From an optimization exercise on the open Yosys and OpenROAD flow, aimed at small area; shortcuts taken in it are not production practice.
Only simulation tests tie the RTL to the original design; equivalence was not proved.
Power figures rest on the tool's default switching activity, not on a simulated workload.

== P ==
// flappy_game
module flappy_game(input clk,input rst,
				input pushin,paus,quit,
				input STATUS_IN,
				input [7:0] temp,    
				input [7:0] temp2,   
				output reg [2:0] state,
				output reg mode,
				output reg [1:0] level,
				output reg [7:0] score1,score2,
				output reg [8:0] birdrow1,birdrow2,
				output [7:0] birdcolumn1,birdcolumn2,
				output reg [1:0] birdangle1,birdangle2,
				output reg [8:0] row0,row1,row2,
				output [9:0] column0,column1,column2,
				output [7:0] height2,
				output test);
parameter set0=3'b000,set=3'b001,set2=3'b010,play=3'b011,pause=3'b100,fail=3'b101;
function [9:0] add10(input [9:0] a, input [9:0] b, input ci);
  integer i; reg c;
  begin
    c=ci;
    for(i=0;i<10;i=i+1) begin
      add10[i]=a[i]^b[i]^c;
      c=(a[i]&b[i])|(a[i]&c)|(b[i]&c);
    end
  end
endfunction
reg [7:0] C;         
reg [1:0] n;         
reg z;               
reg [6:0] hgt;       
reg heightdir;
reg [6:0] bc1;       
wire g=bc1[6]|bc1[5];  
reg collide1,collide2;
reg [7:0] x1,x2;     
reg f1,f2,a1,a2,l2,l12,sp;
reg [1:0] lv;        
reg [8:0] G;         
reg [8:0] s;         
reg [8:0] brs;
reg [6:0] xi1,xi2;
reg [7:0] Cm;
reg [9:0] t;
reg win1,win2,in,s1,s2,aft1,aft2,push1b,sel2,play_now;
wire push,push1,push2;
wire [6:0] rcnt;
reg [8:0] randomR;
wire Pause,Quit;
wire [9:0] c0s,c2s;
debouncer D1(clk,rst,pushin,push1);
Random R(clk,rst,rcnt);
always @* begin
  case (rcnt[4:1])
    4'd0: t[3:0]=4'b1101^rcnt[5:2];
    4'd1: t[3:0]=4'b1010^rcnt[5:2];
    4'd2: t[3:0]=4'b1111^rcnt[6:3];
    4'd3: t[3:0]=4'b0111^rcnt[5:2];
    4'd4: t[3:0]=4'b0110^rcnt[6:3];
    4'd5: t[3:0]=4'b1101^rcnt[5:2];
    4'd6: t[3:0]=4'b1110^rcnt[6:3];
    default: t[3:0]=4'b1011^rcnt[5:2];
  ...
For scale: ~1000 cells after synthesis, ~140 flip-flops, about 150 I/O pins, about 7500 um2 of cells after synthesis.
==> flow/config.mk <==
export PLATFORM = sky130hd
export DESIGN_NAME = flappy_game
export DESIGN_NICKNAME = flappy_game
export VERILOG_FILES = /design/flow/design.v
export SDC_FILE = /design/flow/constraint.sdc
export NUM_CORES = 4
export LEC_CHECK = 0
export CAP_MARGIN = 20
export CORE_MARGIN = 2
export CORE_UTILIZATION = 40
export SLEW_MARGIN = 20
==> flow/constraint.sdc <==
create_clock -name core_clock -period 20.0 [get_ports {clk}]
set_input_delay 4.0000 -clock core_clock [delete_from_list [all_inputs] [get_ports {clk}]]
set_output_delay 4.0000 -clock core_clock [all_outputs]
set_load 0.01 [all_outputs]
standard.sh (not shown) runs the stock make flow with config.mk's settings and CLKGATE_MAP_FILE= SYNTH_SCRIPT=/design/flow/synth_recipe.tcl, a recipe that flattens the netlist after the stock synthesis.
==> flow/flow/run.sh <==
#!/bin/bash
# Layout flow: the standard flow (standard.sh) with three changes that
# leave the design, its registers and constraints as they are:
#  - synthesis maps the logic with an area-oriented abc script
#    (flow/abc_deep.script) and without extracting half/full adder cells;
#  - the port buffers are the smallest buffer, buf_1;
#  - clock tree synthesis uses small clock buffers and no dummy loads.
# Each tool's output goes to the ORFS logs under orfs/logs; make's output
# goes to standard.log.
set -euo pipefail
here=$(pwd)
{
  cat <<EOT
# The standard flow's synthesis script, with abc's mapping script replaced
proc abc {args} {
  set i [lsearch -exact \$args -script]
  if {\$i >= 0} { set args [lreplace \$args \$i [expr {\$i + 1}]] }
  yosys abc -script $here/flow/abc_deep.script {*}\$args
}
EOT
  cat synth_recipe.tcl
} > flow_synth.tcl
CTS="-sink_clustering_enable -sink_clustering_size 24 -sink_clustering_max_diameter 120 -repair_clock_nets -dont_use_dummy_load -buf_list sky130_fd_sc_hd__clkbuf_8 -root_buf sky130_fd_sc_hd__clkbuf_8"
bash standard.sh SYNTH_SCRIPT=$here/flow_synth.tcl ADDER_MAP_FILE= \
  BUFFER_PORTS_ARGS="-buffer_cell sky130_fd_sc_hd__buf_1" \
  CTS_ARGS="$CTS" finish > standard.log 2>&1
==> flow/flow/abc_deep.script <==
strash
&get -n
&deepsyn -T 60
&dch -f
&nf -R 1000 -p
&put
P completed every stage of the flow, and the final layout passed the timing, DRC and antenna checks.
Input changes introduced in Q (baseline for comparison: P):
--- a/flow/flow/run.sh
+++ b/flow/flow/run.sh
@@ -22,3 +22,3 @@
 } > flow_synth.tcl
-CTS="-sink_clustering_enable -sink_clustering_size 24 -sink_clustering_max_diameter 120 -repair_clock_nets -dont_use_dummy_load -buf_list sky130_fd_sc_hd__clkbuf_8 -root_buf sky130_fd_sc_hd__clkbuf_8"
+CTS="-sink_clustering_enable -repair_clock_nets -dont_use_dummy_load -buf_list sky130_fd_sc_hd__clkbuf_8 -root_buf sky130_fd_sc_hd__clkbuf_8"
 bash standard.sh SYNTH_SCRIPT=$here/flow_synth.tcl ADDER_MAP_FILE= \
## What came out
Number of fill cells came out exactly the same in P and Q.
As far as final standard cell area without fillers goes, Q and P are indistinguishable; the numbers are identical.
The total power on Q is in line with that on P.
Diff P..Q | setup-violating endpoint count in the final report | unchanged
From P to Q, net switching share of the total power did not move at all.
From P to Q, flip-flop and latch share of the layout cell area did not move at all.
Diff Q..P | time the final worst path needs with I/O delays and setup | unchanged
The following lists how R was set up differently from Q:
--- a/flow/flow/run.sh
+++ b/flow/flow/run.sh
@@ -22,3 +22,3 @@
 } > flow_synth.tcl
-CTS="-sink_clustering_enable -repair_clock_nets -dont_use_dummy_load -buf_list sky130_fd_sc_hd__clkbuf_8 -root_buf sky130_fd_sc_hd__clkbuf_8"
+CTS="-repair_clock_nets -dont_use_dummy_load -buf_list sky130_fd_sc_hd__clkbuf_8 -root_buf sky130_fd_sc_hd__clkbuf_8"
 bash standard.sh SYNTH_SCRIPT=$here/flow_synth.tcl ADDER_MAP_FILE= \
Results
From Q to R the numbers moved as follows: depth of the critical timing path with buffers and inverters included was more or less identical, final worst-path setup slack was more or less identical, number of logic inverters in the finished layout was more or less identical. Comparing Q against R, there is no change at all in met3 track demand over resource. From R to Q, final total power did not move at all. Q and R ended up with roughly the same largest vdd supply drop. Diff R..Q | largest net degree at the start of global routing | unchanged.
#### Input delta (S over R)
--- a/flow/flow/run.sh
+++ b/flow/flow/run.sh
@@ -22,3 +22,3 @@
 } > flow_synth.tcl
-CTS="-repair_clock_nets -dont_use_dummy_load -buf_list sky130_fd_sc_hd__clkbuf_8 -root_buf sky130_fd_sc_hd__clkbuf_8"
+CTS="-sink_clustering_enable -sink_clustering_size 16 -repair_clock_nets -dont_use_dummy_load -buf_list sky130_fd_sc_hd__clkbuf_8 -root_buf sky130_fd_sc_hd__clkbuf_8"
 bash standard.sh SYNTH_SCRIPT=$here/flow_synth.tcl ADDER_MAP_FILE= \
### Flow results
Diff S..R | critical path depth | unchanged
From S to R, area of all placed cells without fillers did not move at all.
There was hardly any difference in final wirelength between S and R.
Worst slew margin relative to its limit came out exactly the same in S and R.
Diff S..R | length of routed wiring on met1 | unchanged
S and R ended up with nearly the same final-layout fill cell count.
Status: slack of the worst reg-to-reg path parity (R, S)

port drivers added, routing unchanged:
The results above use ideal ports. As a check the final layouts listed here were re-extracted and re-timed, cells and wires unchanged.
Step 1: set_driving_cell puts a clkbuf_16 on clk and a buf_2 on each other input, an assumption about the parent block.
Step 2 also shifts input and output timing later by t, the mid clock arrival at the registers, as if the neighbouring blocks saw the same clock.
Slacks: ideal / step 1 / step 2; pairs: ideal / step 1.
| run | shift t [ns] | setup slack, ns | clock arrival spread, ns | cell pins on the clock port's net |
|---|---|---|---|---|
| P | 0.474 | 6.698 / 6.703 / 6.229 | 0.034 / 0.034 | 1 |
| Q | 0.474 | 6.698 / 6.703 / 6.229 | 0.034 / 0.034 | 1 |
| R | 0.474 | 6.698 / 6.703 / 6.229 | 0.034 / 0.034 | 1 |
| S | 0.474 | 6.698 / 6.703 / 6.229 | 0.034 / 0.034 | 1 |
After both steps every run listed still meets setup and hold.
